What follows belongs to an exercise in optimizing a design on an open flow for small area, a short achievable clock period and few clock cycles per item; a production flow would make more cautious choices. Only the layout flow was run in this run; the RTL was not checked for function there. Power is estimated from default activity; no workload was simulated.

===== flow/run.sh =====
#!/bin/bash
# synth_recipe.tcl (not shown) runs the flow's synth.tcl, then flattens the netlist and writes it again
# the make line also repeats each setting of config.mk as NAME=value (left out here)
make -C /OpenROAD-flow-scripts/flow DESIGN_CONFIG=/design/flow/config.mk WORK_HOME=/design/flow/orfs CLKGATE_MAP_FILE= SYNTH_SCRIPT=/design/flow/synth_recipe.tcl finish

===== flow/config.mk =====
export PLATFORM = sky130hd
export DESIGN_NAME = div_avalon
export DESIGN_NICKNAME = div_avalon
export VERILOG_FILES = /design/flow/design.v
export SDC_FILE = /design/flow/constraint.sdc
export NUM_CORES = 4
export LEC_CHECK = 0
export CAP_MARGIN = 20
export CORE_MARGIN = 2
export CORE_UTILIZATION = 60
export CTS_BUF_LIST = sky130_fd_sc_hd__clkbuf_4 sky130_fd_sc_hd__clkbuf_8
export SETUP_SLACK_MARGIN = 1.8
export SLEW_MARGIN = 20

===== flow/constraint.sdc =====
create_clock -name core_clock -period 5.0 [get_ports {clk}]
set_input_delay 1.0000 -clock core_clock [delete_from_list [all_inputs] [get_ports {clk}]]
set_output_delay 1.0000 -clock core_clock [all_outputs]
set_load 0.01 [all_outputs]

===== flow/design.v =====
module div
	#(
		parameter W=32
	 )
	(
		input wire clk, reset, str_trg,
		input wire [W-1:0] dvsr, dvnd,
		input wire [5:0] cd, ca,
		output wire ready,
		output reg done_trg,
		output wire [W-1:0] quo, rmd
	);
	reg        busy_reg, fix_reg;
	reg [4:0]  n_reg;
	reg [W:0]  r_reg;	 
	reg [W-1:0] q_reg, d_reg;
	wire       dz = cd[5];
	wire [5:0] p  = cd - ca;
	wire       imm = dz | (ca > cd);
	wire       neg = r_reg[W];
	wire [W:0] b = {1'b0, d_reg} ^ {(W+1){~neg}};
	reg [W:0] G, P, Gn, Pn;
	integer i, s;
	always @*
	begin
		G = r_reg & b;
		P = r_reg ^ b;
		G[0] = G[0] | (P[0] & ~neg);
		P[0] = 1'b0;
		for (s = 1; s <= W; s = s * 2)
		begin
			Gn = G; Pn = P;
			for (i = 0; i <= W; i = i + 1)
				if (i & s)
				begin
					Gn[i] = G[i] | (P[i] & G[(i & ~(s-1)) - 1]);
					Pn[i] = P[i] & P[(i & ~(s-1)) - 1];
				end
			G = Gn; P = Pn;
		end
	end
	wire [W:0] sum = r_reg ^ b ^ {G[W-1:0], ~neg};
	wire       qb = ~sum[W];
	wire       last = (n_reg == 0);
	always @(posedge clk, posedge reset)
		if (reset)
		begin
			busy_reg <= 1'b0;
			fix_reg <= 1'b0;
		end
		else if (str_trg)
		begin
			busy_reg <= ~imm;
			fix_reg <= 1'b0;
		end
		else if (fix_reg)
		begin
			busy_reg <= 1'b0;
			fix_reg <= 1'b0;
		end
		else if (busy_reg & last)
		begin
			busy_reg <= ~qb;
			fix_reg <= ~qb;
		end
	always @(posedge clk)
	begin
		if (str_trg)
			n_reg <= p[4:0];
		else
			n_reg <= n_reg - 1'b1;
		if (str_trg)
			d_reg <= dvsr << p[4:0];
		else if (busy_reg & ~last)
			d_reg <= d_reg >> 1;
		if (str_trg)
			r_reg <= {1'b0, dvnd};
		else if (busy_reg)
			r_reg <= sum;
		if (str_trg)
			q_reg <= {W{dz}};
		else if (busy_reg & ~fix_reg)
			q_reg <= {q_reg[W-2:0], qb};
	end
	always @*
		done_trg = str_trg ? imm : (fix_reg | (busy_reg & last & qb));
	assign ready = ~busy_reg;
	assign quo = q_reg;
	assign rmd = r_reg[W-1:0];
endmodule
module div_avalon
	#(
		parameter W     = 32,
				  CBIT  = 6
	 )
	(
		input wire clk, reset,
		input wire [2:0] div_address,
		input wire div_chipselect,
		input wire div_write,
		input wire [W-1:0] div_writedata,
		output wire [W-1:0] div_readdata,
		output wire div_irq,
		output wire div_rdy
	);
	wire div_start, div_ready, set_done_trg, clr_done_trg;
	reg [W-1:0] dvnd_reg, dvsr_reg;
	reg [5:0] ca_reg, cd_reg;
	reg done_trg_reg;
	wire [W-1:0] quo, rmd;
	wire wr_en, wr_dvnd, wr_dvsr;
	reg [5:0] wclz;
	integer i;
	always @*
	begin
		wclz = 6'd32;
		for (i = 0; i < W; i = i + 1)
			if (div_writedata[i]) wclz = 6'd31 - i[5:0];
	end
	div #(.W(32)) d1
		 ( .clk(clk), .reset(reset), .str_trg(div_start), .dvsr(dvsr_reg), .dvnd(dvnd_reg),
		   .cd(cd_reg), .ca(ca_reg),
		   .ready(div_ready), .done_trg(set_done_trg), .quo(quo), .rmd(rmd));
	always @(posedge clk)
	begin
		if (wr_dvnd)
		begin
			dvnd_reg <= div_writedata;
			ca_reg <= wclz;
		end
		if (wr_dvsr)
		begin
			dvsr_reg <= div_writedata;
			cd_reg <= wclz;
		end
	end
	always @(posedge clk, posedge reset)
		if (reset)
			done_trg_reg <= 1'b0;
		else if (set_done_trg)
			done_trg_reg <= 1'b1;
		else if (clr_done_trg)
			done_trg_reg <= 1'b0;
	assign wr_en = div_write & div_chipselect;
	assign wr_dvnd = (div_address == 3'h0) & wr_en;
	assign wr_dvsr = (div_address == 3'h1) & wr_en;
	assign div_start = (div_address == 3'h2) & wr_en & div_ready;
	assign clr_done_trg = (div_address == 3'h6) & wr_en;
	assign div_readdata = (div_address == 3'h3) ? quo :
						  (div_address == 3'h4) ? rmd :
						  {31'b0, (div_address == 3'h5) ? div_ready : done_trg_reg};
	assign div_rdy = div_ready;
	assign div_irq = done_trg_reg;
endmodule

==> notes.md <==
-- per-layer routing --
metal | vias to the layer above | share of wire [%] | track usage [%]
met5 | - | 0 | 0
met4 | 0 | 2.2 | 8.42
met3 | 42 | 6.5 | 6.30
met2 | 299 | 49 | 48.1
met1 | 3853 | 43 | 40.4
li1 | 3722 | - | -
-- synth_stat cells, drive strengths merged (17+ instances only) --
library cell / number / area (um2)
edfxtp: 172 / 5160
a21oi: 84 / 428
nand2: 78 / 293
nor2: 76 / 285
xnor2: 47 / 412
mux2i: 45 / 450
o21ai: 44 / 228
a22o: 43 / 377
ha: 42 / 526
inv: 42 / 158
a21o: 37 / 278
clkbuf: 34 / 128
a211oi: 23 / 185
buf: 17 / 86.3
-- power groups by stage --
| stage | Combinational [mW] | Sequential [mW] | Clock, mW |
|---|---|---|---|
| after floorplan | 0.908 | 1.83 | 0 |
| after global placement | 1.13 | 1.84 | 0 |
| after detailed placement | 1.19 | 1.85 | 0 |
| after CTS | 1.23 | 1.82 | 1.15 |
| after global routing | 1.40 | 1.82 | 1.20 |
| final | 1.27 | 1.82 | 1.14 |
-- metrics by stage --
step	worst slack, ps	std cells	instance area, um2
2_1_floorplan	1800	954	10700
3_3_place_gp	1020	1220	11600
3_5_place_dp	944	1220	11600
4_1_cts	1700	1260	12300
5_1_grt	1740	1265	12300
6_report	1790	1265	12300
-- worst register-to-register path, delay by kind of cell, from the launching register on --
kind                       cells  cell delay [ps]
buffers and inverters          1              160
and+or+nand+nor                1              190
xor gates and xnor gates       1              180
AOI/OAI and AO/OA              7             1590
DFF                            1              390
adders and majority gates      1              430
-- path summary, 6_finish.rpt --
| kind | end | slack, ps | cells after the start |
|---|---|---|---|
| worst max-delay path | div_readdata[10] | 1790 | 7 |
| worst min-delay path | d1.n_reg[0] | 480 | 1 |
| worst max register to register | d1.busy_reg | 1940 | 11 |
| worst min register to register | d1.n_reg[0] | 480 | 1 |
| max in group asynchronous | d1.busy_reg | 4190 | 2 |
| min in group asynchronous | done_trg_reg | 680 | 2 |
-- cell type report --
type | count | area [um2]
Clock buffer | 17 | 234
Clock inverter | 14 | 215
Fill cell | 1264 | 4980
Inverter | 42 | 166
Multi-Input combinational cell | 682 | 5060
Sequential cell | 181 | 5360
Tap cell | 225 | 282
Timing Repair Buffer | 104 | 996
-- cells by family (layout without fill, tap and decap cells) --
family | count (synthesis) | after routing | synth area share, %
xor gates and xnor gates | 56 | 57 | 4.69
buffers and inverters | 93 | 177 | 3.50
and+or+nand+nor | 226 | 227 | 9.69
DFF | 181 | 181 | 50.5
muxes | 63 | 63 | 6.57
adders and majority gates | 48 | 48 | 6.08
AOI/OAI and AO/OA | 287 | 287 | 19.0
-- what timing repair did --
item,4_1_cts,5_1_grt
gates cloned,5,1
setup endpoints to repair,103,63
setup buffers,4,4
pin swaps,2,7
gates resized for setup,74,48
==> results.cfg <==
[outcome]
outcome = timing/DRC/antenna clean

[sta]
fmax_ghz = 0.312
report.final.setup_viol = 0
holdWs_ps = 480
drv_slew = 0
relSlewSlack_pct = 61.6
final.min_clock_period_ps = 3210
skew_ps = 16.8
final.setup.tns_ps = 0
hold_viol = 0
tightestPinTransition_ps = 574
finalCritPeriodShare_pct = 64.1
rsz0062_at_grt = true

[worst_setup_path]
slowest_delay_ps = 280
endpoint_kind = output port
cp.required_ps = 4000
cp_top_family = buffers and inverters
worstSetupPathType = in2out
timing.rr.start = d1.r_reg[32]
crit_start = div_address[2]
crit_path_max_fanout = 8
slowest_stage = dlygate4sd2_1
cpMostUsedCell = buf_6
arrival_ps = 2210
cp-start-kind = input port
crit_path_cell_trace = buf_6 -> nor3b_4 -> buf_6 -> buf_4 -> buf_8 -> a22o_1 -> dlygate4sd2_1
path_buf_inv = 5

[route]
post_drt_wl_per_cell_um = 21.3
vias_per_cell = 6.26
drt_drc_violations_left = 0
routed_wl_um = 26900
num_vias = 7916
dr.pass1.iters = 7
drtAntennaViolNets = 0
drt_iter0_markers = 705

[clock_tree]
holdBufCountCts = 0
clkLatencyLatePin_ps = 470
cts_buffer_depth = 2
cts_tree = done
cts.sinks = 181
cts_buffers = 17
clkSlewWorstSetupHoldPaths_ps = 110
cts_root_buffer = clkbuf_8
htreeDepth = 4

[floorplanning]
rows = 48
start_util_pct = 61.4
die-area_um2 = 18800
die_x_um = 137
placeableCoreArea_um2 = 17300
pin_count = 73
die_h_um = 137

[grt]
grt_max_degree = 45
grt.overflow.total = 0
gr-usage-all-layers_pct = 29.6
grt_pass1_vias = 7726
grt_pass1_wl_um = 41400
antenna_found_initial = 0

[yosys]
synth_area_per_cell_um2 = 11.1
netlist_instances = 954
ys_seq_elements = 181
ys_seq_area_share_pct = 50.5
synth_warnings = 2
synth_cell_type_count = 70
synthesis.area_um2 = 10600
synth_edf_count = 172
synthFlopType = edfxtp_1
syn_nets = 1041
async_reset_ff_share_pct = 1.66

[power]
net-switching-power_mw = 1.32
clkPwrFrac_pct = 27.0
swShare_pct = 31.2
p_comb_share_pct = 30.0
power_mw = 4.23
p_int_mw = 2.91
seq_power_share_pct = 43.0
p_leak_nw = 4.76
peakVddDrop_uv = 226
power_density_nw_per_um2 = 343

[run]
maxCapViolCount = 0

[finish]
utilization_pct = 71.2
drive_gt1_share_pct = 14.2
final_cell_mix = edfxtp_1 (172), a21oi_1 (80), nand2_1 (76), nor2_1 (73), xnor2_1 (45)
areaGrowthSynthToFinish_pct = 15.9
insertedDiodeCount = 0
fin_nets = 1115
largest_reg_flops = 33
mostFrequentLayoutCell = edfxtp_1

[placed_design]
port-buffer-count = 72
gp_congestion = 0.938
hpwl_um = 19100

[worst_hold_path]
worstHoldStart = d1.n_reg[0]
hold_path_class = reg2reg

## separate check: timing with driven ports
The flow's constraints put no driver on any port. The routed layout listed below was extracted and timed again, unchanged, in two steps. Step 1 sets driving cells, clkbuf_16 on the clock port and buf_2 on the other inputs (assumed; they add their load-dependent delay and slew). Step 2 moves the port delays by t, midway between the first and last clock arrival at a register: inputs arrive t later, outputs are due t later. That takes back most of the time a late clock gives input paths. Three values: ideal, step 1, step 2; two values: the first two.
shift t [ns]: 0.504
setup WS [ns]: 1.795 / 1.761 / 1.411
hold slack, ns: 0.480 / 0.480 / 0.480
worst setup path after step 2: input to register
slew at the worst register clock pin (ns): 0.11 / 0.11
After both steps this run still meets setup and hold. The setup slack of this run moves by -0.034 ns with the drivers and by -0.384 ns with both steps.
